What follows belongs to an exercise in optimizing a design on an open flow for small area, a short achievable clock period and few clock cycles; a production flow would make more cautious choices.
In this exercise RTL edits were held to simulation tests only and were not proved equivalent to the original.
Power and IR drop assume default switching activity.

==> flow/design.v <==
module multiplier ( input  wire clk, start, is_signed,
                    input  wire [31:0] a, b,
                    output wire [63:0] s,
                    output reg  done
                   );
  reg  [32:0] ar;             
  wire [32:0] ar_d;
  reg  [33:0] sr, cr;         
  reg  [31:0] l;              
  reg         ci;             
  reg  [7:0] plx, ply;      
  reg  [3:0] e1, e2, en;     
  reg         corr;           
  reg  [2:0] st;
  reg         cl;             
  reg         f0;             
  reg  [31:0] hr;             
  wire fin = (st == 3'd4);
  wire sq1 = sr[0] & ~f0;
  wire cq2 = cr[0] & ~f0;
  wire sq3 = sr[1] & ~f0;
  wire cq4 = cr[1] & ~f0;
  wire sq5 = sr[2] & ~f0;
  wire cq6 = cr[2] & ~f0;
  wire sq7 = sr[3] & ~f0;
  wire cq8 = cr[3] & ~f0;
  wire sq9 = sr[4] & ~f0;
  wire cq10 = cr[4] & ~f0;
  wire sq11 = sr[5] & ~f0;
  wire cq12 = cr[5] & ~f0;
  wire sq13 = sr[6] & ~f0;
  wire cq14 = cr[6] & ~f0;
  wire sq15 = sr[7] & ~f0;
  wire cq16 = cr[7] & ~f0;
  wire sq17 = sr[8] & ~f0;
  wire cq18 = cr[8] & ~f0;
  wire sq19 = sr[9] & ~f0;
  wire cq20 = cr[9] & ~f0;
  wire sq21 = sr[10] & ~f0;
  wire cq22 = cr[10] & ~f0;
  wire sq23 = sr[11] & ~f0;
  wire cq24 = cr[11] & ~f0;
  wire sq25 = sr[12] & ~f0;
  wire cq26 = cr[12] & ~f0;
  wire sq27 = sr[13] & ~f0;
  wire cq28 = cr[13] & ~f0;
  wire sq29 = sr[14] & ~f0;
  wire cq30 = cr[14] & ~f0;
  wire sq31 = sr[15] & ~f0;
  wire cq32 = cr[15] & ~f0;
  wire sq33 = sr[16] & ~f0;
  wire cq34 = cr[16] & ~f0;
  wire sq35 = sr[17] & ~f0;
  wire cq36 = cr[17] & ~f0;
  wire sq37 = sr[18] & ~f0;
  wire cq38 = cr[18] & ~f0;
  wire sq39 = sr[19] & ~f0;
  wire cq40 = cr[19] & ~f0;
  wire sq41 = sr[20] & ~f0;
  wire cq42 = cr[20] & ~f0;
  wire sq43 = sr[21] & ~f0;
  wire cq44 = cr[21] & ~f0;
  wire sq45 = sr[22] & ~f0;
  wire cq46 = cr[22] & ~f0;
  wire sq47 = sr[23] & ~f0;
  wire cq48 = cr[23] & ~f0;
  wire sq49 = sr[24] & ~f0;
  wire cq50 = cr[24] & ~f0;
  wire sq51 = sr[25] & ~f0;
  wire cq52 = cr[25] & ~f0;
  wire sq53 = sr[26] & ~f0;
  wire cq54 = cr[26] & ~f0;
  wire sq55 = sr[27] & ~f0;
  wire cq56 = cr[27] & ~f0;
  wire sq57 = sr[28] & ~f0;
  wire cq58 = cr[28] & ~f0;
  wire sq59 = sr[29] & ~f0;
  wire cq60 = cr[29] & ~f0;
  wire sq61 = sr[30] & ~f0;
  wire cq62 = cr[30] & ~f0;
  wire sq63 = sr[31] & ~f0;
  wire cq64 = cr[31] & ~f0;
  wire sq65 = sr[32] & ~f0;
  wire cq66 = cr[32] & ~f0;
  wire sq67 = sr[33] & ~f0;
  wire cq68 = cr[33] & ~f0;
  wire pp69 = (e1[0] & ar[0]) ^ en[0];
  wire pp70;
  PP u71 (e1[0], e2[0], en[0], ar[1], ar[0], pp70);
  wire pp72;
  PP u73 (e1[0], e2[0], en[0], ar[2], ar[1], pp72);
  wire pp74;
  PP u75 (e1[0], e2[0], en[0], ar[3], ar[2], pp74);
  wire pp76;
  PP u77 (e1[0], e2[0], en[0], ar[4], ar[3], pp76);
  wire pp78;
  PP u79 (e1[0], e2[0], en[0], ar[5], ar[4], pp78);
  wire pp80;
  PP u81 (e1[0], e2[0], en[0], ar[6], ar[5], pp80);
  wire pp82;
  PP u83 (e1[0], e2[0], en[0], ar[7], ar[6], pp82);
  wire pp84;
  PP u85 (e1[0], e2[0], en[0], ar[8], ar[7], pp84);
  wire pp86;
  PP u87 (e1[0], e2[0], en[0], ar[9], ar[8], pp86);
  wire pp88;
  PP u89 (e1[0], e2[0], en[0], ar[10], ar[9], pp88);
  wire pp90;
  PP u91 (e1[0], e2[0], en[0], ar[11], ar[10], pp90);
  wire pp92;
  PP u93 (e1[0], e2[0], en[0], ar[12], ar[11], pp92);
  wire pp94;
  PP u95 (e1[0], e2[0], en[0], ar[13], ar[12], pp94);
  wire pp96;
  PP u97 (e1[0], e2[0], en[0], ar[14], ar[13], pp96);
  wire pp98;
  PP u99 (e1[0], e2[0], en[0], ar[15], ar[14], pp98);
  wire pp100;
  PP u101 (e1[0], e2[0], en[0], ar[16], ar[15], pp100);
  wire pp102;
  PP u103 (e1[0], e2[0], en[0], ar[17], ar[16], pp102);
  wire pp104;
  PP u105 (e1[0], e2[0], en[0], ar[18], ar[17], pp104);
  wire pp106;
  PP u107 (e1[0], e2[0], en[0], ar[19], ar[18], pp106);
  wire pp108;
  PP u109 (e1[0], e2[0], en[0], ar[20], ar[19], pp108);
  wire pp110;
  PP u111 (e1[0], e2[0], en[0], ar[21], ar[20], pp110);
  wire pp112;
  PP u113 (e1[0], e2[0], en[0], ar[22], ar[21], pp112);
  wire pp114;
  PP u115 (e1[0], e2[0], en[0], ar[23], ar[22], pp114);
  wire pp116;
  PP u117 (e1[0], e2[0], en[0], ar[24], ar[23], pp116);
  wire pp118;
  PP u119 (e1[0], e2[0], en[0], ar[25], ar[24], pp118);
  wire pp120;
  PP u121 (e1[0], e2[0], en[0], ar[26], ar[25], pp120);
  wire pp122;
  PP u123 (e1[0], e2[0], en[0], ar[27], ar[26], pp122);
  wire pp124;
  PP u125 (e1[0], e2[0], en[0], ar[28], ar[27], pp124);
  wire pp126;
  PP u127 (e1[0], e2[0], en[0], ar[29], ar[28], pp126);
  wire pp128;
  PP u129 (e1[0], e2[0], en[0], ar[30], ar[29], pp128);
  wire pp130;
  PP u131 (e1[0], e2[0], en[0], ar[31], ar[30], pp130);
  wire pp132;
  PP u133 (e1[0], e2[0], en[0], ar[32], ar[31], pp132);
  wire sg134 = ~(((e1[0] | e2[0]) & ar[32]) ^ en[0]);
  wire pp135 = (e1[1] & ar[0]) ^ en[1];
  wire pp136;
  PP u137 (e1[1], e2[1], en[1], ar[1], ar[0], pp136);
  wire pp138;
  PP u139 (e1[1], e2[1], en[1], ar[2], ar[1], pp138);
  wire pp140;
  PP u141 (e1[1], e2[1], en[1], ar[3], ar[2], pp140);
  wire pp142;
  PP u143 (e1[1], e2[1], en[1], ar[4], ar[3], pp142);
  wire pp144;
  PP u145 (e1[1], e2[1], en[1], ar[5], ar[4], pp144);
  wire pp146;
  PP u147 (e1[1], e2[1], en[1], ar[6], ar[5], pp146);
  wire pp148;
  PP u149 (e1[1], e2[1], en[1], ar[7], ar[6], pp148);
  wire pp150;
  PP u151 (e1[1], e2[1], en[1], ar[8], ar[7], pp150);
  wire pp152;
  PP u153 (e1[1], e2[1], en[1], ar[9], ar[8], pp152);
  wire pp154;
  PP u155 (e1[1], e2[1], en[1], ar[10], ar[9], pp154);
  wire pp156;
  PP u157 (e1[1], e2[1], en[1], ar[11], ar[10], pp156);
  wire pp158;
  PP u159 (e1[1], e2[1], en[1], ar[12], ar[11], pp158);
  wire pp160;
  PP u161 (e1[1], e2[1], en[1], ar[13], ar[12], pp160);
  wire pp162;
  PP u163 (e1[1], e2[1], en[1], ar[14], ar[13], pp162);
  wire pp164;
  PP u165 (e1[1], e2[1], en[1], ar[15], ar[14], pp164);
  wire pp166;
  PP u167 (e1[1], e2[1], en[1], ar[16], ar[15], pp166);
  wire pp168;
  PP u169 (e1[1], e2[1], en[1], ar[17], ar[16], pp168);
  wire pp170;
  PP u171 (e1[1], e2[1], en[1], ar[18], ar[17], pp170);
  wire pp172;
  PP u173 (e1[1], e2[1], en[1], ar[19], ar[18], pp172);
  wire pp174;
  PP u175 (e1[1], e2[1], en[1], ar[20], ar[19], pp174);
  wire pp176;
  PP u177 (e1[1], e2[1], en[1], ar[21], ar[20], pp176);
  wire pp178;
  PP u179 (e1[1], e2[1], en[1], ar[22], ar[21], pp178);
  wire pp180;
  PP u181 (e1[1], e2[1], en[1], ar[23], ar[22], pp180);
  wire pp182;
  PP u183 (e1[1], e2[1], en[1], ar[24], ar[23], pp182);
  wire pp184;
  PP u185 (e1[1], e2[1], en[1], ar[25], ar[24], pp184);
  wire pp186;
  PP u187 (e1[1], e2[1], en[1], ar[26], ar[25], pp186);
  wire pp188;
  PP u189 (e1[1], e2[1], en[1], ar[27], ar[26], pp188);
  wire pp190;
  PP u191 (e1[1], e2[1], en[1], ar[28], ar[27], pp190);
  wire pp192;
  PP u193 (e1[1], e2[1], en[1], ar[29], ar[28], pp192);
  wire pp194;
  PP u195 (e1[1], e2[1], en[1], ar[30], ar[29], pp194);
  wire pp196;
  PP u197 (e1[1], e2[1], en[1], ar[31], ar[30], pp196);
  wire pp198;
  PP u199 (e1[1], e2[1], en[1], ar[32], ar[31], pp198);
  wire sg200 = ~(((e1[1] | e2[1]) & ar[32]) ^ en[1]);
  wire pp201 = (e1[2] & ar[0]) ^ en[2];
  wire pp202;
  PP u203 (e1[2], e2[2], en[2], ar[1], ar[0], pp202);
  wire pp204;
  PP u205 (e1[2], e2[2], en[2], ar[2], ar[1], pp204);
  wire pp206;
  PP u207 (e1[2], e2[2], en[2], ar[3], ar[2], pp206);
  wire pp208;
  PP u209 (e1[2], e2[2], en[2], ar[4], ar[3], pp208);
  wire pp210;
  PP u211 (e1[2], e2[2], en[2], ar[5], ar[4], pp210);
  wire pp212;
  PP u213 (e1[2], e2[2], en[2], ar[6], ar[5], pp212);
  wire pp214;
  PP u215 (e1[2], e2[2], en[2], ar[7], ar[6], pp214);
  wire pp216;
  PP u217 (e1[2], e2[2], en[2], ar[8], ar[7], pp216);
  wire pp218;
  PP u219 (e1[2], e2[2], en[2], ar[9], ar[8], pp218);
  wire pp220;
  PP u221 (e1[2], e2[2], en[2], ar[10], ar[9], pp220);
  wire pp222;
  PP u223 (e1[2], e2[2], en[2], ar[11], ar[10], pp222);
  wire pp224;
  PP u225 (e1[2], e2[2], en[2], ar[12], ar[11], pp224);
  wire pp226;
  PP u227 (e1[2], e2[2], en[2], ar[13], ar[12], pp226);
  wire pp228;
  PP u229 (e1[2], e2[2], en[2], ar[14], ar[13], pp228);
  wire pp230;
  PP u231 (e1[2], e2[2], en[2], ar[15], ar[14], pp230);
  wire pp232;
  PP u233 (e1[2], e2[2], en[2], ar[16], ar[15], pp232);
  wire pp234;
  PP u235 (e1[2], e2[2], en[2], ar[17], ar[16], pp234);
  wire pp236;
  PP u237 (e1[2], e2[2], en[2], ar[18], ar[17], pp236);
  wire pp238;
  PP u239 (e1[2], e2[2], en[2], ar[19], ar[18], pp238);
  wire pp240;
  PP u241 (e1[2], e2[2], en[2], ar[20], ar[19], pp240);
  wire pp242;
  PP u243 (e1[2], e2[2], en[2], ar[21], ar[20], pp242);
  wire pp244;
  PP u245 (e1[2], e2[2], en[2], ar[22], ar[21], pp244);
  wire pp246;
  PP u247 (e1[2], e2[2], en[2], ar[23], ar[22], pp246);
  wire pp248;
  PP u249 (e1[2], e2[2], en[2], ar[24], ar[23], pp248);
  wire pp250;
  PP u251 (e1[2], e2[2], en[2], ar[25], ar[24], pp250);
  wire pp252;
  PP u253 (e1[2], e2[2], en[2], ar[26], ar[25], pp252);
  wire pp254;
  PP u255 (e1[2], e2[2], en[2], ar[27], ar[26], pp254);
  wire pp256;
  PP u257 (e1[2], e2[2], en[2], ar[28], ar[27], pp256);
  wire pp258;
  PP u259 (e1[2], e2[2], en[2], ar[29], ar[28], pp258);
  wire pp260;
  PP u261 (e1[2], e2[2], en[2], ar[30], ar[29], pp260);
  wire pp262;
  PP u263 (e1[2], e2[2], en[2], ar[31], ar[30], pp262);
  wire pp264;
  PP u265 (e1[2], e2[2], en[2], ar[32], ar[31], pp264);
  wire sg266 = ~(((e1[2] | e2[2]) & ar[32]) ^ en[2]);
  wire pp267 = (e1[3] & ar[0]) ^ en[3];
  wire pp268;
  PP u269 (e1[3], e2[3], en[3], ar[1], ar[0], pp268);
  wire pp270;
  PP u271 (e1[3], e2[3], en[3], ar[2], ar[1], pp270);
  wire pp272;
  PP u273 (e1[3], e2[3], en[3], ar[3], ar[2], pp272);
  wire pp274;
  PP u275 (e1[3], e2[3], en[3], ar[4], ar[3], pp274);
  wire pp276;
  PP u277 (e1[3], e2[3], en[3], ar[5], ar[4], pp276);
  wire pp278;
  PP u279 (e1[3], e2[3], en[3], ar[6], ar[5], pp278);
  wire pp280;
  PP u281 (e1[3], e2[3], en[3], ar[7], ar[6], pp280);
  wire pp282;
  PP u283 (e1[3], e2[3], en[3], ar[8], ar[7], pp282);
  wire pp284;
  PP u285 (e1[3], e2[3], en[3], ar[9], ar[8], pp284);
  wire pp286;
  PP u287 (e1[3], e2[3], en[3], ar[10], ar[9], pp286);
  wire pp288;
  PP u289 (e1[3], e2[3], en[3], ar[11], ar[10], pp288);
  wire pp290;
  PP u291 (e1[3], e2[3], en[3], ar[12], ar[11], pp290);
  wire pp292;
  PP u293 (e1[3], e2[3], en[3], ar[13], ar[12], pp292);
  wire pp294;
  PP u295 (e1[3], e2[3], en[3], ar[14], ar[13], pp294);
  wire pp296;
  PP u297 (e1[3], e2[3], en[3], ar[15], ar[14], pp296);
  wire pp298;
  PP u299 (e1[3], e2[3], en[3], ar[16], ar[15], pp298);
  wire pp300;
  PP u301 (e1[3], e2[3], en[3], ar[17], ar[16], pp300);
  wire pp302;
  PP u303 (e1[3], e2[3], en[3], ar[18], ar[17], pp302);
  wire pp304;
  PP u305 (e1[3], e2[3], en[3], ar[19], ar[18], pp304);
  wire pp306;
  PP u307 (e1[3], e2[3], en[3], ar[20], ar[19], pp306);
  wire pp308;
  PP u309 (e1[3], e2[3], en[3], ar[21], ar[20], pp308);
  wire pp310;
  PP u311 (e1[3], e2[3], en[3], ar[22], ar[21], pp310);
  wire pp312;
  PP u313 (e1[3], e2[3], en[3], ar[23], ar[22], pp312);
  wire pp314;
  PP u315 (e1[3], e2[3], en[3], ar[24], ar[23], pp314);
  wire pp316;
  PP u317 (e1[3], e2[3], en[3], ar[25], ar[24], pp316);
  wire pp318;
  PP u319 (e1[3], e2[3], en[3], ar[26], ar[25], pp318);
  wire pp320;
  PP u321 (e1[3], e2[3], en[3], ar[27], ar[26], pp320);
  wire pp322;
  PP u323 (e1[3], e2[3], en[3], ar[28], ar[27], pp322);
  wire pp324;
  PP u325 (e1[3], e2[3], en[3], ar[29], ar[28], pp324);
  wire pp326;
  PP u327 (e1[3], e2[3], en[3], ar[30], ar[29], pp326);
  wire pp328;
  PP u329 (e1[3], e2[3], en[3], ar[31], ar[30], pp328);
  wire pp330;
  PP u331 (e1[3], e2[3], en[3], ar[32], ar[31], pp330);
  wire sg332 = ~(((e1[3] | e2[3]) & ar[32]) ^ en[3]);
  wire pc333 = cl & ar[0];
  wire pc334 = cl & ar[1];
  wire pc335 = cl & ar[2];
  wire pc336 = cl & ar[3];
  wire pc337 = cl & ar[4];
  wire pc338 = cl & ar[5];
  wire pc339 = cl & ar[6];
  wire pc340 = cl & ar[7];
  wire pc341 = cl & ar[8];
  wire pc342 = cl & ar[9];
  wire pc343 = cl & ar[10];
  wire pc344 = cl & ar[11];
  wire pc345 = cl & ar[12];
  wire pc346 = cl & ar[13];
  wire pc347 = cl & ar[14];
  wire pc348 = cl & ar[15];
  wire pc349 = cl & ar[16];
  wire pc350 = cl & ar[17];
  wire pc351 = cl & ar[18];
  wire pc352 = cl & ar[19];
  wire pc353 = cl & ar[20];
  wire pc354 = cl & ar[21];
  wire pc355 = cl & ar[22];
  wire pc356 = cl & ar[23];
  wire pc357 = cl & ar[24];
  wire pc358 = cl & ar[25];
  wire pc359 = cl & ar[26];
  wire pc360 = cl & ar[27];
  wire pc361 = cl & ar[28];
  wire pc362 = cl & ar[29];
  wire pc363 = cl & ar[30];
  wire pc364 = cl & ar[31];
  wire cf365 = ~pp198;
  wire cf366 = ~pp264;
  wire cf367 = ~pp330;
  wire _w1, _w2;
  FX u368 (en[0], cq2, sq1, _w1, _w2);
  wire _w3, _w4;
  FX u369 (cq4, sq3, pp70, _w3, _w4);
  wire _w5, _w6;
  FX u370 (en[1], cq6, sq5, _w5, _w6);
  wire _w7, _w8;
  FX u371 (pp135, pp72, _w5, _w7, _w8);
  wire _w9, _w10;
  FX u372 (cq8, sq7, pp136, _w9, _w10);
  wire _w11, _w12;
  FX u373 (pp74, _w6, _w9, _w11, _w12);
  wire _w13, _w14;
  FX u374 (en[2], cq10, sq9, _w13, _w14);
  wire _w15, _w16;
  FX u375 (pp138, pp201, pp76, _w15, _w16);
  wire _w17, _w18;
  FX u376 (_w13, _w10, _w15, _w17, _w18);
  wire _w19, _w20;
  FX u377 (cq12, sq11, pp140, _w19, _w20);
  wire _w21, _w22;
  FX u378 (pp202, pp78, _w14, _w21, _w22);
  wire _w23, _w24;
  FX u379 (_w19, _w16, _w21, _w23, _w24);
  wire _w25, _w26;
  FX u380 (en[3], cq14, sq13, _w25, _w26);
  wire _w27, _w28;
  FX u381 (pp142, pp204, pp267, _w27, _w28);
  wire _w29, _w30;
  FX u382 (pp80, _w25, _w20, _w29, _w30);
  wire _w31, _w32;
  FX u383 (_w27, _w22, _w29, _w31, _w32);
  wire _w33, _w34;
  FX u384 (cq16, sq15, pp144, _w33, _w34);
  wire _w35, _w36;
  FX u385 (pp206, pp268, pp82, _w35, _w36);
  wire _w37, _w38;
  FX u386 (_w26, _w33, _w28, _w37, _w38);
  wire _w39, _w40;
  FX u387 (_w35, _w30, _w37, _w39, _w40);
  wire _w41, _w42;
  FX u388 (cq18, sq17, pp146, _w41, _w42);
  wire _w43, _w44;
  FX u389 (pp208, pp270, pp84, _w43, _w44);
  wire _w45, _w46;
  FX u390 (pc333, _w41, _w34, _w45, _w46);
  wire _w47, _w48;
  FX u391 (_w36, _w43, _w38, _w47, _w48);
  wire _w49, _w50;
  HX u392 (_w45, _w47, _w49, _w50);
  wire _w51, _w52;
  FX u393 (cq20, sq19, pp148, _w51, _w52);
  wire _w53, _w54;
  FX u394 (pp210, pp272, pp86, _w53, _w54);
  wire _w55, _w56;
  FX u395 (pc334, _w51, _w42, _w55, _w56);
  wire _w57, _w58;
  FX u396 (_w44, _w53, _w46, _w57, _w58);
  wire _w59, _w60;
  FX u397 (_w55, _w57, _w48, _w59, _w60);
  wire _w61, _w62;
  FX u398 (cq22, sq21, pp150, _w61, _w62);
  wire _w63, _w64;
  FX u399 (pp212, pp274, pp88, _w63, _w64);
  wire _w65, _w66;
  FX u400 (pc335, _w61, _w52, _w65, _w66);
  wire _w67, _w68;
  FX u401 (_w54, _w63, _w56, _w67, _w68);
  wire _w69, _w70;
  FX u402 (_w65, _w67, _w58, _w69, _w70);
  wire _w71, _w72;
  FX u403 (cq24, sq23, pp152, _w71, _w72);
  wire _w73, _w74;
  FX u404 (pp214, pp276, pp90, _w73, _w74);
  wire _w75, _w76;
  FX u405 (pc336, _w71, _w62, _w75, _w76);
  wire _w77, _w78;
  FX u406 (_w64, _w73, _w66, _w77, _w78);
  wire _w79, _w80;
  FX u407 (_w75, _w77, _w68, _w79, _w80);
  wire _w81, _w82;
  FX u408 (cq26, sq25, pp154, _w81, _w82);
  wire _w83, _w84;
  FX u409 (pp216, pp278, pp92, _w83, _w84);
  wire _w85, _w86;
  FX u410 (pc337, _w81, _w72, _w85, _w86);
  wire _w87, _w88;
  FX u411 (_w74, _w83, _w76, _w87, _w88);
  wire _w89, _w90;
  FX u412 (_w85, _w87, _w78, _w89, _w90);
  wire _w91, _w92;
  FX u413 (cq28, sq27, pp156, _w91, _w92);
  wire _w93, _w94;
  FX u414 (pp218, pp280, pp94, _w93, _w94);
  wire _w95, _w96;
  FX u415 (pc338, _w91, _w82, _w95, _w96);
  wire _w97, _w98;
  FX u416 (_w84, _w93, _w86, _w97, _w98);
  wire _w99, _w100;
  FX u417 (_w95, _w97, _w88, _w99, _w100);
  wire _w101, _w102;
  FX u418 (cq30, sq29, pp158, _w101, _w102);
  wire _w103, _w104;
  FX u419 (pp220, pp282, pp96, _w103, _w104);
  wire _w105, _w106;
  FX u420 (pc339, _w101, _w92, _w105, _w106);
  wire _w107, _w108;
  FX u421 (_w94, _w103, _w96, _w107, _w108);
  wire _w109, _w110;
  FX u422 (_w105, _w107, _w98, _w109, _w110);
  wire _w111, _w112;
  FX u423 (cq32, sq31, pp160, _w111, _w112);
  wire _w113, _w114;
  FX u424 (pp222, pp284, pp98, _w113, _w114);
  wire _w115, _w116;
  FX u425 (pc340, _w111, _w102, _w115, _w116);
  wire _w117, _w118;
  FX u426 (_w104, _w113, _w106, _w117, _w118);
  wire _w119, _w120;
  FX u427 (_w115, _w117, _w108, _w119, _w120);
  wire _w121, _w122;
  FX u428 (cq34, sq33, pp100, _w121, _w122);
  wire _w123, _w124;
  FX u429 (pp162, pp224, pp286, _w123, _w124);
  wire _w125, _w126;
  FX u430 (pc341, _w121, _w112, _w125, _w126);
  wire _w127, _w128;
  FX u431 (_w114, _w123, _w116, _w127, _w128);
  wire _w129, _w130;
  FX u432 (_w125, _w127, _w118, _w129, _w130);
  wire _w131, _w132;
  FX u433 (cq36, sq35, pp102, _w131, _w132);
  wire _w133, _w134;
  FX u434 (pp164, pp226, pp288, _w133, _w134);
  wire _w135, _w136;
  FX u435 (pc342, _w131, _w122, _w135, _w136);
  wire _w137, _w138;
  FX u436 (_w124, _w133, _w126, _w137, _w138);
  wire _w139, _w140;
  FX u437 (_w135, _w137, _w128, _w139, _w140);
  wire _w141, _w142;
  FX u438 (cq38, sq37, pp104, _w141, _w142);
  wire _w143, _w144;
  FX u439 (pp166, pp228, pp290, _w143, _w144);
  wire _w145, _w146;
  FX u440 (pc343, _w141, _w132, _w145, _w146);
  wire _w147, _w148;
  FX u441 (_w134, _w143, _w136, _w147, _w148);
  wire _w149, _w150;
  FX u442 (_w145, _w147, _w138, _w149, _w150);
  wire _w151, _w152;
  FX u443 (cq40, sq39, pp106, _w151, _w152);
  wire _w153, _w154;
  FX u444 (pp168, pp230, pp292, _w153, _w154);
  wire _w155, _w156;
  FX u445 (pc344, _w151, _w142, _w155, _w156);
  wire _w157, _w158;
  FX u446 (_w144, _w153, _w146, _w157, _w158);
  wire _w159, _w160;
  FX u447 (_w155, _w157, _w148, _w159, _w160);
  wire _w161, _w162;
  FX u448 (cq42, sq41, pp108, _w161, _w162);
  wire _w163, _w164;
  FX u449 (pp170, pp232, pp294, _w163, _w164);
  wire _w165, _w166;
  FX u450 (pc345, _w161, _w152, _w165, _w166);
  wire _w167, _w168;
  FX u451 (_w154, _w163, _w156, _w167, _w168);
  wire _w169, _w170;
  FX u452 (_w165, _w167, _w158, _w169, _w170);
  wire _w171, _w172;
  FX u453 (cq44, sq43, pp110, _w171, _w172);
  wire _w173, _w174;
  FX u454 (pp172, pp234, pp296, _w173, _w174);
  wire _w175, _w176;
  FX u455 (pc346, _w171, _w162, _w175, _w176);
  wire _w177, _w178;
  FX u456 (_w164, _w173, _w166, _w177, _w178);
  wire _w179, _w180;
  FX u457 (_w175, _w177, _w168, _w179, _w180);
  wire _w181, _w182;
  FX u458 (cq46, sq45, pp112, _w181, _w182);
  wire _w183, _w184;
  FX u459 (pp174, pp236, pp298, _w183, _w184);
  wire _w185, _w186;
  FX u460 (pc347, _w181, _w172, _w185, _w186);
  wire _w187, _w188;
  FX u461 (_w174, _w183, _w176, _w187, _w188);
  wire _w189, _w190;
  FX u462 (_w185, _w187, _w178, _w189, _w190);
  wire _w191, _w192;
  FX u463 (cq48, sq47, pp114, _w191, _w192);
  wire _w193, _w194;
  FX u464 (pp176, pp238, pp300, _w193, _w194);
  wire _w195, _w196;
  FX u465 (pc348, _w191, _w182, _w195, _w196);
  wire _w197, _w198;
  FX u466 (_w184, _w193, _w186, _w197, _w198);
  wire _w199, _w200;
  FX u467 (_w195, _w197, _w188, _w199, _w200);
  wire _w201, _w202;
  FX u468 (cq50, sq49, pp116, _w201, _w202);
  wire _w203, _w204;
  FX u469 (pp178, pp240, pp302, _w203, _w204);
  wire _w205, _w206;
  FX u470 (pc349, _w201, _w192, _w205, _w206);
  wire _w207, _w208;
  FX u471 (_w194, _w203, _w196, _w207, _w208);
  wire _w209, _w210;
  FX u472 (_w205, _w207, _w198, _w209, _w210);
  wire _w211, _w212;
  FX u473 (cq52, sq51, pp118, _w211, _w212);
  wire _w213, _w214;
  FX u474 (pp180, pp242, pp304, _w213, _w214);
  wire _w215, _w216;
  FX u475 (pc350, _w211, _w202, _w215, _w216);
  wire _w217, _w218;
  FX u476 (_w204, _w213, _w206, _w217, _w218);
  wire _w219, _w220;
  FX u477 (_w215, _w217, _w208, _w219, _w220);
  wire _w221, _w222;
  FX u478 (cq54, sq53, pp120, _w221, _w222);
  wire _w223, _w224;
  FX u479 (pp182, pp244, pp306, _w223, _w224);
  wire _w225, _w226;
  FX u480 (pc351, _w221, _w212, _w225, _w226);
  wire _w227, _w228;
  FX u481 (_w214, _w223, _w216, _w227, _w228);
  wire _w229, _w230;
  FX u482 (_w225, _w227, _w218, _w229, _w230);
  wire _w231, _w232;
  FX u483 (cq56, sq55, pp122, _w231, _w232);
  wire _w233, _w234;
  FX u484 (pp184, pp246, pp308, _w233, _w234);
  wire _w235, _w236;
  FX u485 (pc352, _w231, _w222, _w235, _w236);
  wire _w237, _w238;
  FX u486 (_w224, _w233, _w226, _w237, _w238);
  wire _w239, _w240;
  FX u487 (_w235, _w237, _w228, _w239, _w240);
  wire _w241, _w242;
  FX u488 (cq58, sq57, pp124, _w241, _w242);
  wire _w243, _w244;
  FX u489 (pp186, pp248, pp310, _w243, _w244);
  wire _w245, _w246;
  FX u490 (pc353, _w241, _w232, _w245, _w246);
  wire _w247, _w248;
  FX u491 (_w234, _w243, _w236, _w247, _w248);
  wire _w249, _w250;
  FX u492 (_w245, _w247, _w238, _w249, _w250);
  wire _w251, _w252;
  FX u493 (cq60, sq59, pp126, _w251, _w252);
  wire _w253, _w254;
  FX u494 (pp188, pp250, pp312, _w253, _w254);
  wire _w255, _w256;
  FX u495 (pc354, _w251, _w242, _w255, _w256);
  wire _w257, _w258;
  FX u496 (_w244, _w253, _w246, _w257, _w258);
  wire _w259, _w260;
  FX u497 (_w255, _w257, _w248, _w259, _w260);
  wire _w261, _w262;
  FX u498 (cq62, sq61, pp128, _w261, _w262);
  wire _w263, _w264;
  FX u499 (pp190, pp252, pp314, _w263, _w264);
  wire _w265, _w266;
  FX u500 (pc355, _w261, _w252, _w265, _w266);
  wire _w267, _w268;
  FX u501 (_w254, _w263, _w256, _w267, _w268);
  wire _w269, _w270;
  FX u502 (_w265, _w267, _w258, _w269, _w270);
  wire _w271, _w272;
  FX u503 (cq64, sq63, pp130, _w271, _w272);
  wire _w273, _w274;
  FX u504 (pp192, pp254, pp316, _w273, _w274);
  wire _w275, _w276;
  FX u505 (pc356, _w271, _w262, _w275, _w276);
  wire _w277, _w278;
  FX u506 (_w264, _w273, _w266, _w277, _w278);
  wire _w279, _w280;
  FX u507 (_w275, _w277, _w268, _w279, _w280);
  wire _w281, _w282;
  FX u508 (cq66, sq65, pp132, _w281, _w282);
  wire _w283, _w284;
  FX u509 (pp194, pp256, pp318, _w283, _w284);
  wire _w285, _w286;
  FX u510 (pc357, _w281, _w272, _w285, _w286);
  wire _w287, _w288;
  FX u511 (_w274, _w283, _w276, _w287, _w288);
  wire _w289, _w290;
  FX u512 (_w285, _w287, _w278, _w289, _w290);
  wire _w291, _w292;
  FX u513 (f0, cq68, sq67, _w291, _w292);
  wire _w293, _w294;
  FX u514 (pp196, pp258, pp320, _w293, _w294);
  wire _w295, _w296;
  FX u515 (sg134, pc358, _w291, _w295, _w296);
  wire _w297, _w298;
  FX u516 (_w282, _w284, _w293, _w297, _w298);
  wire _w299, _w300;
  FX u517 (_w295, _w286, _w297, _w299, _w300);
  wire _w301, _w302;
  HX u518 (_w288, _w299, _w301, _w302);
  wire _w303, _w304;
  FX u519 (cf365, pp260, pp322, _w303, _w304);
  wire _w305, _w306;
  FX u520 (pc359, _w292, _w294, _w305, _w306);
  wire _w307, _w308;
  FX u521 (_w303, _w296, _w305, _w307, _w308);
  wire _w309, _w310;
  FX u522 (_w298, _w307, _w300, _w309, _w310);
  wire _w311, _w312;
  FX u523 (pp198, pp262, pp324, _w311, _w312);
  wire _w313, _w314;
  FX u524 (sg200, pc360, _w304, _w313, _w314);
  wire _w315, _w316;
  FX u525 (_w311, _w313, _w306, _w315, _w316);
  wire _w317, _w318;
  HX u526 (_w315, _w308, _w317, _w318);
  wire _w319, _w320;
  FX u527 (cf366, pp326, pc361, _w319, _w320);
  wire _w321, _w322;
  FX u528 (_w312, _w319, _w314, _w321, _w322);
  wire _w323, _w324;
  HX u529 (_w321, _w316, _w323, _w324);
  wire _w325, _w326;
  FX u530 (pp264, pp328, sg266, _w325, _w326);
  wire _w327, _w328;
  FX u531 (pc362, _w320, _w325, _w327, _w328);
  wire _w329, _w330;
  HX u532 (_w327, _w322, _w329, _w330);
  wire _w331, _w332;
  FX u533 (cf367, pc363, _w326, _w331, _w332);
  wire _w333, _w334;
  HX u534 (_w331, _w328, _w333, _w334);
  wire _w335, _w336;
  FX u535 (pp330, sg332, pc364, _w335, _w336);
  wire _w337, _w338;
  HX u536 (_w335, _w332, _w337, _w338);
  wire _w339, _w340;
  HX u537 (1'b1, _w336, _w339, _w340);
  wire [41:0] tx = {_w340, _w338, _w334, _w330, _w324, _w318, _w310, _w302, _w290, _w280, _w270, _w260, _w250, _w240, _w230, _w220, _w210, _w200, _w190, _w180, _w170, _w160, _w150, _w140, _w130, _w120, _w110, _w100, _w90, _w80, _w70, _w60, _w50, _w40, _w32, _w24, _w18, _w12, _w8, _w4, _w2, pp69};
  wire [41:0] ty = {1'b0, _w339, _w337, _w333, _w329, _w323, _w317, _w309, _w301, _w289, _w279, _w269, _w259, _w249, _w239, _w229, _w219, _w209, _w199, _w189, _w179, _w169, _w159, _w149, _w139, _w129, _w119, _w109, _w99, _w89, _w79, _w69, _w59, _w49, _w39, _w31, _w23, _w17, _w11, _w7, _w3, _w1};
  wire [8:0] lo = f0 ? 9'd0 : plx + ply + ci;
  wire g538, g539;
  PGN u540 (fx[0], fy[0], g538, g539);
  wire g541, g542;
  PGN u543 (fx[1], fy[1], g541, g542);
  wire g544, g545;
  PGN u546 (fx[2], fy[2], g544, g545);
  wire g547, g548;
  PGN u549 (fx[3], fy[3], g547, g548);
  wire g550, g551;
  PGN u552 (fx[4], fy[4], g550, g551);
  wire g553, g554;
  PGN u555 (fx[5], fy[5], g553, g554);
  wire g556, g557;
  PGN u558 (fx[6], fy[6], g556, g557);
  wire g559, g560;
  PGN u561 (fx[7], fy[7], g559, g560);
  wire g562, g563;
  PGN u564 (fx[8], fy[8], g562, g563);
  wire g565, g566;
  PGN u567 (fx[9], fy[9], g565, g566);
  wire g568, g569;
  PGN u570 (fx[10], fy[10], g568, g569);
  wire g571, g572;
  PGN u573 (fx[11], fy[11], g571, g572);
  wire g574, g575;
  PGN u576 (fx[12], fy[12], g574, g575);
  wire g577, g578;
  PGN u579 (fx[13], fy[13], g577, g578);
  wire g580, g581;
  PGN u582 (fx[14], fy[14], g580, g581);
  wire g583, g584;
  PGN u585 (fx[15], fy[15], g583, g584);
  wire g586, g587;
  PGN u588 (fx[16], fy[16], g586, g587);
  wire g589, g590;
  PGN u591 (fx[17], fy[17], g589, g590);
  wire g592, g593;
  PGN u594 (fx[18], fy[18], g592, g593);
  wire g595, g596;
  PGN u597 (fx[19], fy[19], g595, g596);
  wire g598, g599;
  PGN u600 (fx[20], fy[20], g598, g599);
  wire g601, g602;
  PGN u603 (fx[21], fy[21], g601, g602);
  wire g604, g605;
  PGN u606 (fx[22], fy[22], g604, g605);
  wire g607, g608;
  PGN u609 (fx[23], fy[23], g607, g608);
  wire g610, g611;
  PGN u612 (fx[24], fy[24], g610, g611);
  wire g613, g614;
  PGN u615 (fx[25], fy[25], g613, g614);
  wire g616, g617;
  PGN u618 (fx[26], fy[26], g616, g617);
  wire g619, g620;
  PGN u621 (fx[27], fy[27], g619, g620);
  wire g622, g623;
  PGN u624 (fx[28], fy[28], g622, g623);
  wire g625, g626;
  PGN u627 (fx[29], fy[29], g625, g626);
  wire g628, g629;
  PGN u630 (fx[30], fy[30], g628, g629);
  wire g631, g632;
  PGN u633 (fx[31], fy[31], g631, g632);
  wire g634, g635;
  PGN u636 (fx[32], fy[32], g634, g635);
  wire g637, g638;
  PGN u639 (fx[33], fy[33], g637, g638);
  wire g640, g641;
  PGN u642 (fx[34], fy[34], g640, g641);
  wire g643, g644;
  PGN u645 (fx[35], fy[35], g643, g644);
  wire g646, g647;
  PGN u648 (fx[36], fy[36], g646, g647);
  wire g649, g650;
  PGN u651 (fx[37], fy[37], g649, g650);
  wire g652, g653;
  PGN u654 (fx[38], fy[38], g652, g653);
  wire g655, g656;
  PGN u657 (fx[39], fy[39], g655, g656);
  wire n658 = ~ci;
  wire k659;
  NODEI u660 (g539, g538, n658, k659);
  wire k661, k662;
  NODEIP u663 (g545, g544, g542, g541, k661, k662);
  wire k664, k665;
  NODEIP u666 (g551, g550, g548, g547, k664, k665);
  wire k667, k668;
  NODEIP u669 (g557, g556, g554, g553, k667, k668);
  wire k670, k671;
  NODEIP u672 (g563, g562, g560, g559, k670, k671);
  wire k673, k674;
  NODEIP u675 (g569, g568, g566, g565, k673, k674);
  wire k676, k677;
  NODEIP u678 (g575, g574, g572, g571, k676, k677);
  wire k679, k680;
  NODEIP u681 (g581, g580, g578, g577, k679, k680);
  wire k682, k683;
  NODEIP u684 (g587, g586, g584, g583, k682, k683);
  wire k685, k686;
  NODEIP u687 (g593, g592, g590, g589, k685, k686);
  wire k688, k689;
  NODEIP u690 (g599, g598, g596, g595, k688, k689);
  wire k691, k692;
  NODEIP u693 (g605, g604, g602, g601, k691, k692);
  wire k694, k695;
  NODEIP u696 (g611, g610, g608, g607, k694, k695);
  wire k697, k698;
  NODEIP u699 (g617, g616, g614, g613, k697, k698);
  wire k700, k701;
  NODEIP u702 (g623, g622, g620, g619, k700, k701);
  wire k703, k704;
  NODEIP u705 (g629, g628, g626, g625, k703, k704);
  wire k706, k707;
  NODEIP u708 (g635, g634, g632, g631, k706, k707);
  wire k709, k710;
  NODEIP u711 (g641, g640, g638, g637, k709, k710);
  wire k712, k713;
  NODEIP u714 (g647, g646, g644, g643, k712, k713);
  wire k715, k716;
  NODEIP u717 (g653, g652, g650, g649, k715, k716);
  wire n718 = ~k659;
  wire k719;
  NODEI u720 (g542, g541, n718, k719);
  wire k721;
  NODE u722 (k661, k662, k659, k721);
  wire n723 = ~k664;
  wire n724 = ~k665;
  wire k725, k726;
  NODEIP u727 (g554, g553, n723, n724, k725, k726);
  wire k728, k729;
  NODEP u730 (k667, k668, k664, k665, k728, k729);
  wire n731 = ~k670;
  wire n732 = ~k671;
  wire k733, k734;
  NODEIP u735 (g566, g565, n731, n732, k733, k734);
  wire k736, k737;
  NODEP u738 (k673, k674, k670, k671, k736, k737);
  wire n739 = ~k676;
  wire n740 = ~k677;
  wire k741, k742;
  NODEIP u743 (g578, g577, n739, n740, k741, k742);
  wire k744, k745;
  NODEP u746 (k679, k680, k676, k677, k744, k745);
  wire n747 = ~k682;
  wire n748 = ~k683;
  wire k749, k750;
  NODEIP u751 (g590, g589, n747, n748, k749, k750);
  wire k752, k753;
  NODEP u754 (k685, k686, k682, k683, k752, k753);
  wire n755 = ~k688;
  wire n756 = ~k689;
  wire k757, k758;
  NODEIP u759 (g602, g601, n755, n756, k757, k758);
  wire k760, k761;
  NODEP u762 (k691, k692, k688, k689, k760, k761);
  wire n763 = ~k694;
  wire n764 = ~k695;
  wire k765, k766;
  NODEIP u767 (g614, g613, n763, n764, k765, k766);
  wire k768, k769;
  NODEP u770 (k697, k698, k694, k695, k768, k769);
  wire n771 = ~k700;
  wire n772 = ~k701;
  wire k773, k774;
  NODEIP u775 (g626, g625, n771, n772, k773, k774);
  wire k776, k777;
  NODEP u778 (k703, k704, k700, k701, k776, k777);
  wire n779 = ~k706;
  wire n780 = ~k707;
  wire k781, k782;
  NODEIP u783 (g638, g637, n779, n780, k781, k782);
  wire k784, k785;
  NODEP u786 (k709, k710, k706, k707, k784, k785);
  wire n787 = ~k712;
  wire n788 = ~k713;
  wire k789, k790;
  NODEIP u791 (g650, g649, n787, n788, k789, k790);
  wire k792, k793;
  NODEP u794 (k715, k716, k712, k713, k792, k793);
  wire k795;
  NODEI u796 (g548, g547, k721, k795);
  wire n797 = ~k721;
  wire k798;
  NODE u799 (k664, k665, n797, k798);
  wire k800;
  NODE u801 (k725, k726, n797, k800);
  wire k802;
  NODEI u803 (k728, k729, k721, k802);
  wire k804, k805;
  NODEIP u806 (g572, g571, k736, k737, k804, k805);
  wire n807 = ~k736;
  wire n808 = ~k737;
  wire k809, k810;
  NODEP u811 (k676, k677, n807, n808, k809, k810);
  wire k812, k813;
  NODEP u814 (k741, k742, n807, n808, k812, k813);
  wire k815, k816;
  NODEIP u817 (k744, k745, k736, k737, k815, k816);
  wire k818, k819;
  NODEIP u820 (g596, g595, k752, k753, k818, k819);
  wire n821 = ~k752;
  wire n822 = ~k753;
  wire k823, k824;
  NODEP u825 (k688, k689, n821, n822, k823, k824);
  wire k826, k827;
  NODEP u828 (k757, k758, n821, n822, k826, k827);
  wire k829, k830;
  NODEIP u831 (k760, k761, k752, k753, k829, k830);
  wire k832, k833;
  NODEIP u834 (g620, g619, k768, k769, k832, k833);
  wire n835 = ~k768;
  wire n836 = ~k769;
  wire k837, k838;
  NODEP u839 (k700, k701, n835, n836, k837, k838);
  wire k840, k841;
  NODEP u842 (k773, k774, n835, n836, k840, k841);
  wire k843, k844;
  NODEIP u845 (k776, k777, k768, k769, k843, k844);
  wire k846, k847;
  NODEIP u848 (g644, g643, k784, k785, k846, k847);
  wire n849 = ~k784;
  wire n850 = ~k785;
  wire k851, k852;
  NODEP u853 (k712, k713, n849, n850, k851, k852);
  wire k854, k855;
  NODEP u856 (k789, k790, n849, n850, k854, k855);
  wire k857, k858;
  NODEIP u859 (k792, k793, k784, k785, k857, k858);
  wire n860 = ~k802;
  wire k861;
  NODEI u862 (g560, g559, n860, k861);
  wire k863;
  NODE u864 (k670, k671, k802, k863);
  wire k865;
  NODE u866 (k733, k734, k802, k865);
  wire k867;
  NODEI u868 (k736, k737, n860, k867);
  wire k869;
  NODE u870 (k804, k805, k802, k869);
  wire k871;
  NODEI u872 (k809, k810, n860, k871);
  wire k873;
  NODEI u874 (k812, k813, n860, k873);
  wire k875;
  NODE u876 (k815, k816, k802, k875);
  wire n877 = ~k829;
  wire n878 = ~k830;
  wire k879, k880;
  NODEIP u881 (g608, g607, n877, n878, k879, k880);
  wire k882, k883;
  NODEP u884 (k694, k695, k829, k830, k882, k883);
  wire k885, k886;
  NODEP u887 (k765, k766, k829, k830, k885, k886);
  wire k888, k889;
  NODEIP u890 (k768, k769, n877, n878, k888, k889);
  wire k891, k892;
  NODEP u893 (k832, k833, k829, k830, k891, k892);
  wire k894, k895;
  NODEIP u896 (k837, k838, n877, n878, k894, k895);
  wire k897, k898;
  NODEIP u899 (k840, k841, n877, n878, k897, k898);
  wire k900, k901;
  NODEP u902 (k843, k844, k829, k830, k900, k901);
  wire n903 = ~k857;
  wire n904 = ~k858;
  wire k905, k906;
  NODEIP u907 (g656, g655, n903, n904, k905, k906);
  wire k908;
  NODEI u909 (g584, g583, k875, k908);
  wire n910 = ~k875;
  wire k911;
  NODE u912 (k682, k683, n910, k911);
  wire k913;
  NODE u914 (k749, k750, n910, k913);
  wire k915;
  NODEI u916 (k752, k753, k875, k915);
  wire k917;
  NODE u918 (k818, k819, n910, k917);
  wire k919;
  NODEI u920 (k823, k824, k875, k919);
  wire k921;
  NODEI u922 (k826, k827, k875, k921);
  wire k923;
  NODE u924 (k829, k830, n910, k923);
  wire k925;
  NODE u926 (k879, k880, n910, k925);
  wire k927;
  NODEI u928 (k882, k883, k875, k927);
  wire k929;
  NODEI u930 (k885, k886, k875, k929);
  wire k931;
  NODE u932 (k888, k889, n910, k931);
  wire k933;
  NODEI u934 (k891, k892, k875, k933);
  wire k935;
  NODE u936 (k894, k895, n910, k935);
  wire k937;
  NODE u938 (k897, k898, n910, k937);
  wire k939;
  NODEI u940 (k900, k901, k875, k939);
  wire n941 = ~k939;
  wire k942;
  NODEI u943 (g632, g631, n941, k942);
  wire k944;
  NODE u945 (k706, k707, k939, k944);
  wire k946;
  NODE u947 (k781, k782, k939, k946);
  wire k948;
  NODEI u949 (k784, k785, n941, k948);
  wire k950;
  NODE u951 (k846, k847, k939, k950);
  wire k952;
  NODEI u953 (k851, k852, n941, k952);
  wire k954;
  NODEI u955 (k854, k855, n941, k954);
  wire k956;
  NODE u957 (k857, k858, k939, k956);
  wire k958;
  NODE u959 (k905, k906, k939, k958);
  wire r960 = ~(g538 ^ ci);
  wire r961 = ~(g541 ^ k659);
  wire r962 = ~(g544 ^ k719);
  wire r963 = g547 ^ k721;
  wire r964 = ~(g550 ^ k795);
  wire r965 = g553 ^ k798;
  wire r966 = g556 ^ k800;
  wire r967 = ~(g559 ^ k802);
  wire r968 = ~(g562 ^ k861);
  wire r969 = g565 ^ k863;
  wire r970 = g568 ^ k865;
  wire r971 = ~(g571 ^ k867);
  wire r972 = g574 ^ k869;
  wire r973 = ~(g577 ^ k871);
  wire r974 = ~(g580 ^ k873);
  wire r975 = g583 ^ k875;
  wire r976 = ~(g586 ^ k908);
  wire r977 = g589 ^ k911;
  wire r978 = g592 ^ k913;
  wire r979 = ~(g595 ^ k915);
  wire r980 = g598 ^ k917;
  wire r981 = ~(g601 ^ k919);
  wire r982 = ~(g604 ^ k921);
  wire r983 = g607 ^ k923;
  wire r984 = g610 ^ k925;
  wire r985 = ~(g613 ^ k927);
  wire r986 = ~(g616 ^ k929);
  wire r987 = g619 ^ k931;
  wire r988 = ~(g622 ^ k933);
  wire r989 = g625 ^ k935;
  wire r990 = g628 ^ k937;
  wire r991 = ~(g631 ^ k939);
  wire r992 = ~(g634 ^ k942);
  wire r993 = g637 ^ k944;
  wire r994 = g640 ^ k946;
  wire r995 = ~(g643 ^ k948);
  wire r996 = g646 ^ k950;
  wire r997 = ~(g649 ^ k952);
  wire r998 = ~(g652 ^ k954);
  wire r999 = g655 ^ k956;
  wire [39:0] fx = {sr[31:0], plx};
  wire [39:0] fy = {cr[31:0], ply};
  wire [39:0] fsum = {r999, r998, r997, r996, r995, r994, r993, r992, r991, r990, r989, r988, r987, r986, r985, r984, r983, r982, r981, r980, r979, r978, r977, r976, r975, r974, r973, r972, r971, r970, r969, r968, r967, r966, r965, r964, r963, r962, r961, r960};
  wire [8:0] bw = {b[7:0], 1'b0};
  wire [8:0] lw = l[15:7];
  wire [3:0] b1, b2, bn, l1, l2, ln;
  genvar g;
  generate
    for (g = 0; g < 4; g = g + 1) begin : enc
      ENC eb (bw[2*g+2], bw[2*g+1], bw[2*g], b1[g], b2[g], bn[g]);
      ENC el (lw[2*g+2], lw[2*g+1], lw[2*g], l1[g], l2[g], ln[g]);
    end
  endgenerate
  assign s = {hr, l};
  always @(posedge clk) begin
    sr  <= tx[41:8];
    cr  <= ty[41:8];
    plx <= tx[7:0];
    ply <= ty[7:0];
    ci  <= lo[8];
    f0  <= start;
  end
  always @(posedge clk)
    if (fin && !done)
      hr <= fsum[39:8];
  always @(posedge clk)
    if (start) begin
      l    <= b;
      corr <= b[31] & ~is_signed;
      cl   <= 1'b0;
      st   <= 3'd0;
      done <= 1'b0;
    end else if (!done) begin
      st <= st + 3'd1;
      cl <= corr & (st == 3'd2);
      if (fin) begin
        l    <= {fsum[7:0], l[31:8]};
        done <= 1'b1;
      end else begin
        l   <= {lo[7:0], l[31:8]};
      end
    end
  wire [32:0] a_in = {is_signed & a[31], a};
  generate
    for (g = 0; g < 33; g = g + 1) begin : hold_a
      MX ma (start, a_in[g], ar[g], ar_d[g]);
    end
  endgenerate
  always @(posedge clk) ar <= ar_d;
  always @(posedge clk)
    if (start) begin
      e1 <= b1;
      e2 <= b2;
      en <= bn;
    end else begin
      e1 <= l1;
      e2 <= l2;
      en <= ln;
    end
endmodule
module ENC (input wire b2, b1, b0, output wire one, two, neg);
  assign one = b1 ^ b0;
  assign two = (b2 & ~b1 & ~b0) | (~b2 & b1 & b0);
  assign neg = b2 & ~(b1 & b0);
endmodule
module MX (input wire s, a, b, output wire y);
  assign y = s ? a : b;
endmodule
module PP (input wire one, two, neg, x, y, output wire p);
  assign p = ((one & x) | (two & y)) ^ neg;
endmodule
module FA (input wire x, y, z, output wire s, c);
  assign s = x ^ y ^ z;
  assign c = (x & y) | (x & z) | (y & z);
endmodule
module FX (input wire x, y, z, output wire s, c);
  wire t;
  X2 x1 (x, y, t);
  X2 x2 (t, z, s);
  MAJ m (x, y, z, c);
endmodule
module X2 (input wire x, y, output wire s);
  assign s = x ^ y;
endmodule
module MAJ (input wire x, y, z, output wire c);
  assign c = (x & y) | (x & z) | (y & z);
endmodule
module HA (input wire x, y, output wire s, c);
  assign s = x ^ y;
  assign c = x & y;
endmodule
module HX (input wire x, y, output wire s, c);
  X2 u1 (x, y, s);
  AN2 u2 (x, y, c);
endmodule
module AN2 (input wire x, y, output wire s);
  assign s = x & y;
endmodule
module PGN (input wire x, y, output wire pn, gn);
  XN2 p (x, y, pn);
  ND2 g (x, y, gn);
endmodule
module XN2 (input wire x, y, output wire s);
  assign s = ~(x ^ y);
endmodule
module ND2 (input wire x, y, output wire s);
  assign s = ~(x & y);
endmodule
module NODE (input wire gh, ph, gl, output wire gn);
  assign gn = ~(gh | (ph & gl));
endmodule
module NODEP (input wire gh, ph, gl, pl, output wire gn, pn);
  assign gn = ~(gh | (ph & gl));
  assign pn = ~(ph & pl);
endmodule
module NODEI (input wire ghn, phn, gln, output wire g);
  assign g = ~(ghn & (phn | gln));
endmodule
module NODEIP (input wire ghn, phn, gln, pln, output wire g, p);
  assign g = ~(ghn & (phn | gln));
  assign p = ~(phn | pln);
endmodule
==> flow/flow/run.sh <==
#!/bin/bash
# The standard layout, with faster port buffers (buf_2 instead of the
# default delay-cell buffer) so register-to-port paths are not limited by them.
set -euo pipefail
bash standard.sh "BUFFER_PORTS_ARGS=-buffer_cell sky130_fd_sc_hd__buf_2" finish > standard_flow.log 2>&1
==> flow/standard.sh <==
#!/bin/bash
# synth_recipe.tcl (not shown) runs the flow's synth.tcl, then flattens the netlist and writes it again
# the make line also repeats each setting of config.mk as NAME=value (left out here)
make -C /OpenROAD-flow-scripts/flow DESIGN_CONFIG=/design/flow/config.mk WORK_HOME=/design/flow/orfs CLKGATE_MAP_FILE= SYNTH_SCRIPT=/design/flow/synth_recipe.tcl "${@:-finish}"
==> flow/config.mk <==
export PLATFORM = sky130hd
export DESIGN_NAME = multiplier
export DESIGN_NICKNAME = multiplier
export VERILOG_FILES = /design/flow/design.v
export SDC_FILE = /design/flow/constraint.sdc
export NUM_CORES = 4
export LEC_CHECK = 0
export CAP_MARGIN = 20
export CORE_MARGIN = 2
export CORE_UTILIZATION = 50
export SETUP_SLACK_MARGIN = 2.7
export SLEW_MARGIN = 20
export SYNTH_HIERARCHICAL = 1
==> flow/constraint.sdc <==
create_clock -name core_clock -period 6.0 [get_ports {clk}]
set_input_delay 1.2000 -clock core_clock [delete_from_list [all_inputs] [get_ports {clk}]]
set_output_delay 1.2000 -clock core_clock [all_outputs]
set_load 0.01 [all_outputs]
==> results of run 1 <==
## worst paths after layout
| check | startpoint | end | slack [ns] | cells past startpoint |
|---|---|---|---|---|
| setup / recovery | plx[0]$_DFF_P_ | hr[24]$_DFFE_PP_ | 2.89 | 10 |
| hold / removal | corr$_DFFE_PP_ | cl$_SDFFE_PP0N_ | 0.53 | 2 |
| hold reg to reg | corr$_DFFE_PP_ | cl$_SDFFE_PP0N_ | 0.53 | 2 |
| setup reg to reg | plx[0]$_DFF_P_ | hr[24]$_DFFE_PP_ | 2.89 | 10 |
## per-layer routing
layer / part of all wire / GRT usage
met5: 0 / 0
met4: 0.018 / 0.06269
met3: 0.031 / 0.03762
met2: 0.47 / 0.4003
met1: 0.48 / 0.3210
## cell usage in the layout, fill, tap and decap left out, types with 2 or more instances in the layout
cell type and n:
clkbuf_16 17, edfxtp_1 65, maj3_2 162, fa_1 2, a211oi_2 3, nor2b_1 77
o22a_1 2, dfxtp_2 12, nand2_1 75, buf_2 130, a22oi_2 128, and2_1 41
o22ai_2 8, mux2_4 33, dfxtp_1 122, nor3_1 6, inv_1 40, a211oi_1 2
xor2_1 360, o21a_1 2, ha_1 18, clkinv_8 4, xnor2_1 192, inv_12 6
nand2b_1 11, nor2_1 51, a21oi_2 40, buf_4 14, inv_6 2, inv_8 2
o21ai_0 10, a2bb2oi_1 2, o21ai_2 41, o21ai_1 25, mux2_2 38, conb_1 7
nand3b_1 2, a21oi_1 7, a31oi_1 2
## worst max-delay path, delay by kind of cell (launching register included)
family / cells / cell delay [ns]
AOI/OAI and AO/OA: 6 / 1.80
xor gates and xnor gates: 2 / 0.26
buffers and inverters: 2 / 0.41
DFF: 1 / 0.35
## state kept, by name, summed over array words and instances, names as in the netlist, 3 cells and up
name,flops
hr,32
plx,8
sr,34
e2,4
en,4
l,32
cr,33
ply,8
e1,4
ar,33
st,3
## per-stage QoR
| step | hold WS, ns | utilization | instances | worst slack, ns | cell area, sq um |
|---|---|---|---|---|---|
| after detailed placement | 0.5063 | 0.5449 | 2192 | 2.627 | 18180 |
| after floorplan | 0.4862 | - | 1617 | 2.879 | 16910 |
| final | 0.5333 | 0.5643 | 2224 | 2.890 | 18830 |
| after global placement | 0.5075 | 0.5449 | 2192 | 2.716 | 18180 |
| after global routing | 0.5669 | 0.5643 | 2224 | 2.730 | 18830 |
| after CTS | 0.5329 | 0.5641 | 2224 | 2.908 | 18820 |
## cell type report
| cell class | instances | area (sq um) | share of cell area |
|---|---|---|---|
| timing repair buffer | 145 | 767.0 | 0.04074 |
| sequential | 200 | 4673 | 0.2482 |
| inverter | 40 | 150.1 | 0.007975 |
| clock inverter | 15 | 211.5 | 0.01123 |
| clock buffer | 17 | 425.4 | 0.02260 |
| multi-input combinational | 1359 | 12040 | 0.6395 |
| tap | 448 | 560.5 | 0.02977 |
## power by group
| part | internal [W] | switching (W) | total [W] |
|---|---|---|---|
| Clock | 0.000587 | 0.000663 | 0.00125 |
| Combinational | 0.00396 | 0.00500 | 0.00896 |
| Sequential | 0.00211 | 0.000557 | 0.00267 |
==> summary.md, run 1 <==
| Metric | Value |
|---|---|
| Clock Tree Root | `clkbuf_16` |
| H-tree levels | `4` |
| Inserted Clock Buffers | `17` |
| Most frequent CP cell | `o21ai_1` |
| Initial DRC Count | `445` |
| Per-cell routed wire length | `18.55 microns` |
| CTS tree | `built` |
| Buffers on Ports | `131` |
| Worst-path clk slew | `0.09 ns` |
| Status | `complete, no violations` |
| Clk Latency, worst-skew pair | `0.47 ns` |
| Post-CTS Resized | `1` |
| Power per cell area | `684.2 nW/um^2` |
| Total power | `0.01288 W` |
| Syn Std Cell Area | `16890 sq um` |
| Slew HR | `0.2464` |
| Die X | `187.8 microns` |
| Max Slew Vio Count | `0` |
| CTS Sinks | `200` |
| Crit-path cells | `xnor2_1 -> o21ai_1 -> a21oi_2 -> o21ai_1 -> a21oi_2 -> buf_4 -> o21ai_2 -> inv_1 -> o21ai_1 -> xnor2_1` |
| Startpoint type of the worst setup path | `register` |
| Vias in the first global route | `12.06k` |
| Final Wtd Congestion | `0.7972` |
| Gate Count Post-Synth | `1612` |
| Syn_area_per_cell | `10.48 sq um` |
| Final antenna-violating net count | `0` |
| Worst min-delay path class | `register to register` |
| Largest net degree at the start of global routing | `48` |
| Fin Setup TNS | `0 ns` |
| Layout Nets | `1850` |
| WP data arrival | `3.32 ns` |
| Worst EP required | `6.21 ns` |
| Final WL | `41260 microns` |
| Setup crit end kind | `register` |
| Setup Fix Bufs, Post-CTS | `0` |
| Rows | `67` |
| Slew of the pin with the lowest slew margin | `1.130 ns` |
| Initial antenna violation count | `0` |
| Mean number of vias per cell | `5.361` |
| Buffer depth of the longest clock path | `2` |
| Layout cell share with drive strength beyond 1 | `0.3643` |
| GR Overflow Total | `0` |
| I/O pin count | `132` |
| First-pass DRT Iterations | `4` |
| Overall Global Routing Usage | `0.2391` |
| VDD IR max | `0.3296 mV` |
| CP max FO | `10` |
| Crit-path slowest cell | `o21ai_1` |
| Area Overhead vs Synth | `11.46%` |
| # setup viols final | `0` |
| Fmax | `0.3215 GHz` |
| Max Cap Violations | `0` |
| Die area | `35270 sq um` |
| Chip height | `187.8 microns` |
| CTS Hold Bufs | `0` |
| Clk_skew | `0.01346 ns` |
| LEAKAGE | `7.461 nW` |
| DPL Wire Length | `29590 microns` |
| Fill cells | `3096` |
| Slowest stage delay, CP | `0.55 ns` |
| Drt drc | `0` |
| Crit path time final | `3.110 ns` |
| RSZ-0062 raised after global routing | `no` |
| Final Hold Viols | `0` |
| Core ar. | `33360 sq um` |
| First-pass GRT wire length | `66320 microns` |
| Via count | `11.92k` |
| Starting Density | `0.5063` |
| Crit path kind | `register to register` |
| Final critical-path share of the clock period | `0.5184` |
| Diode count | `0` |
| YS warnings | `7` |
Testbench counts, summed over its fixed seeds: cycles 9,600.
==> inputs of run 2 (changes only) <==
--- a/flow/config.mk
+++ b/flow/config.mk
@@ -8,6 +8,6 @@
 export CAP_MARGIN = 20
 export CORE_MARGIN = 2
-export CORE_UTILIZATION = 50
-export SETUP_SLACK_MARGIN = 2.7
+export CORE_UTILIZATION = 60
+export SETUP_SLACK_MARGIN = 3.4
 export SLEW_MARGIN = 20
 export SYNTH_HIERARCHICAL = 1
==> run 2 against run 1 <==
Compared with the run above: still clean; sequential cell count did not move; area after synthesis stayed put; clock-buffer cell count increased by 1; sequential power shrank 3%; clock skew rose by 0.0069 ns; core utilization rose by 14 points; global-route usage grew 5.3 points; via count grew 3.8%.
==> summary.md, run 2 <==
| Metric | Value |
|---|---|
| Largest register FFs | `34 (unchanged)` |
| Area Overhead vs Synth | `15.37%` |
| Initial DRC Count | `750 (+69%)` |
| Chip height | `171.8 microns (-8.5%)` |
| Crit-path slowest cell | `maj3_2` |
| Initial antenna violation count | `0 (unchanged)` |
| WP data arrival | `2.98 ns (-0.34 ns)` |
| First-pass GRT wire length | `67030 microns (+1.1%)` |
| Fin area | `19490 sq um (+3.5%)` |
| Max Cap Violations | `0 (unchanged)` |
| Placed cell area | `18090 sq um (-0.51%)` |
| Crit path kind | `register to register` |
| Worst-path clk slew | `0.08 ns (about the same)` |
| YS warnings | `7 (unchanged)` |
| Crit-path cells | `buf_12 -> a22oi_2 -> xnor2_1 -> maj3_2 -> maj3_2 -> xor2_1 -> xor2_1 -> xor2_1` |
| Final core occ | `0.7015 (+0.1372)` |
| Sw Share | `0.4825 (-0.0006313)` |
| Core ar. | `27780 sq um (-17%)` |
| Largest net degree at the start of global routing | `67 (+40%)` |
| I/O pin count | `132 (unchanged)` |
| Layout cell share with drive strength beyond 1 | `0.4054 (+0.04107)` |
| Mean number of vias per cell | `5.620 (+4.8%)` |
| Setup slack at placement | `2.509 ns (-0.1180 ns)` |
| DPL Wire Length | `28590 microns (-3.4%)` |
| # setup viols final | `0 (unchanged)` |
| Sw power | `0.006588 W (+5.9%)` |
| Clock share of power | `0.086 (-0.011)` |
| Part of the power in registers | `0.190 (-0.017)` |
| Top Registers | `sr (34), ar (33), cr (33)` |
| First-pass DRT Iterations | `5 (+1)` |
| Power per cell area | `700.7 nW/um^2 (+2.4%)` |
| H-tree levels | `4 (unchanged)` |
| CTS Hold Bufs | `0 (unchanged)` |
| Layout Nets | `1897 (+2.5%)` |
| Fill cells | `2227 (-28%)` |
| Commonest non-fill, non-tap cell in the layout | `xor2_1` |
| Most frequent CP cell | `xor2_1` |
| Syn_area_per_cell | `10.48 sq um (unchanged)` |
| Startpoint type of the worst setup path | `register` |
| VDD IR max | `0.4038 mV (+23%)` |
| Clk Latency, worst-skew pair | `0.45 ns (-0.02 ns)` |
| Buffer depth of the longest clock path | `2 (unchanged)` |
| LEAKAGE | `7.808 nW (+4.7%)` |
| Internal | `0.007067 W (+6.1%)` |
| Final critical-path share of the clock period | `0.4407 (-0.07767)` |
| Drt drc | `0 (unchanged)` |
| Slowest stage delay, CP | `0.37 ns (-0.18 ns)` |
| CP max FO | `34 (+24)` |
| Buf/Inv on CP | `1 (-1)` |
| Clk_skew | `0.02040 ns (+0.006937 ns)` |
| Buffers on Ports | `131 (unchanged)` |
| Status | `complete, no violations` |
| Rows | `61 (-9.0%)` |
| GR Overflow Total | `0 (unchanged)` |
| Overall Global Routing Usage | `0.2925 (+0.05341)` |
| Via count | `12.38k (+3.8%)` |
| Comb power frac | `0.724 (+0.028)` |
| CTS Sinks | `200 (unchanged)` |
| Fin Setup TNS | `0 ns (unchanged)` |
| RSZ-0062 raised after global routing | `yes` |
| Die area | `29510 sq um (-16%)` |
| Worst EP required | `6.33 ns (+0.12 ns)` |
| Slew of the pin with the lowest slew margin | `0.7714 ns (-0.3591 ns)` |
| Crit path time final | `2.644 ns (-0.4660 ns)` |
| Slew HR | `0.4839 (+0.2376)` |
| Largest Register | `sr` |
| Worst min-delay path class | `register to register` |
| Starting Density | `0.6080 (+0.1017)` |
| CTS tree | `built` |
| Final Hold Viols | `0 (unchanged)` |
| Max Slew Vio Count | `0 (unchanged)` |
| Final WL | `42590 microns (+3.2%)` |
| Total power | `0.01365 W (+6.0%)` |
| Die X | `171.8 microns (-8.5%)` |
| Clock Tree Root | `clkbuf_16` |
| Critical path's top delay family | `XOR/XNOR gates` |
| Syn Std Cell Area | `16890 sq um (unchanged)` |
| Vias in the first global route | `12.33k (+2.2%)` |
| Fmax | `0.3781 GHz (+18%)` |
| Per-cell routed wire length | `19.34 microns (+4.3%)` |
| Final worst slack | `3.356 ns (+0.4660 ns)` |
| Gate Count Post-Synth | `1612 (unchanged)` |
| Final Wtd Congestion | `0.8832 (+11%)` |
| Final antenna-violating net count | `0 (unchanged)` |
| Setup crit end kind | `register` |
| Commonest cells after routing, fill and taps aside | `xor2_1, xnor2_1, maj3_2, buf_2, a22oi_2` |
| Inserted Clock Buffers | `17 (unchanged)` |
run 2: routing by layer:
metal	part of all wire	GRT usage	vias to the layer above
li1	-	-	6008
met1	0.45	0.3816	6083
met5	0	0	-
met4	0.016	0.06796	0
met3	0.032	0.03313	40
met2	0.50	0.5175	244
run 2: layout make-up:
class	count	area, sq um	area share
Antenna cell	1	2.502	0.0001284
Clock buffer	18	439.2	0.02254
Inverter	40	153.9	0.007897
Tap cell	378	473.0	0.02427
Sequential cell	200	4727	0.2426
Timing Repair Buffer	192	1390	0.07133
Multi-Input combinational cell	1359	12150	0.6235
Clock inverter	14	151.4	0.007769
run 2: path summary, 6_finish.rpt:
path	to	slack (ns)	start	cells after the start
min reg2reg	cl$_SDFFE_PP0N_	0.54	corr$_DFFE_PP_	2
max	cr[23]$_DFF_P_	3.36	e1[0]$_DFF_P_	8
min	cl$_SDFFE_PP0N_	0.54	corr$_DFFE_PP_	2
max reg2reg	cr[23]$_DFF_P_	3.36	e1[0]$_DFF_P_	8
run 2: power by group through the flow:
stage,registers (W),logic (W),clock network (W)
after CTS,0.00261,0.00943,0.00119
after global placement,0.00270,0.00895,0
final,0.00259,0.00988,0.00118
after global routing,0.00266,0.0107,0.00124
after detailed placement,0.00271,0.00906,0
after floorplan,0.00269,0.00716,0
run 2: tightest hold or removal path, cell delays in order (launching register included):
cell,delay [ns]
edfxtp_1,0.33
a32oi_1,0.09
nor2_1,0.09
run 2: metrics by stage:
stage	hold slack (ns)	instances
after floorplan	0.4862	1617
after global routing	0.5542	2201
after detailed placement	0.5229	2119
after CTS	0.5462	2167
after global placement	0.5082	2118
final	0.5418	2202
run 2: what timing repair did:
action,4_1_cts,5_1_grt
pin swaps,3,9
setup buffers,15,34
resized for setup,45,28
gates cloned,1,0
endpoints found under the setup margin,85,68

## port drivers added, routing unchanged
In the flow no input, the clock included, has a driving cell. The finished layouts below were timed again as built, in two steps.
Step 1 assumes that a clkbuf_16 drives the clock port and a buf_2 every other input.
Step 2 moves the port delays by t, midway between the first and last clock arrival at a register: inputs arrive t later, outputs are due t later. That takes back most of the time a late clock gives input paths.
Slacks: no drivers / after step 1 / after step 2; pairs: no drivers / after step 1.
| run | t (ns) | slack for setup (ns) | worst setup path at the end | slew at the worst register clock pin (ns) | pins driven straight from the clock port |
|---|---|---|---|---|---|
| run 1 | 0.514 | 2.890 / 2.890 / 2.890 | register to register | 0.09 / 0.09 | 1 |
| run 2 | 0.493 | 3.356 / 3.356 / 3.100 | input to register | 0.09 / 0.09 | 1 |
After both steps every run listed still meets setup and hold. The setup slack of run 2, which loses most, moves by 0.000 ns with the drivers and by -0.256 ns with both steps.
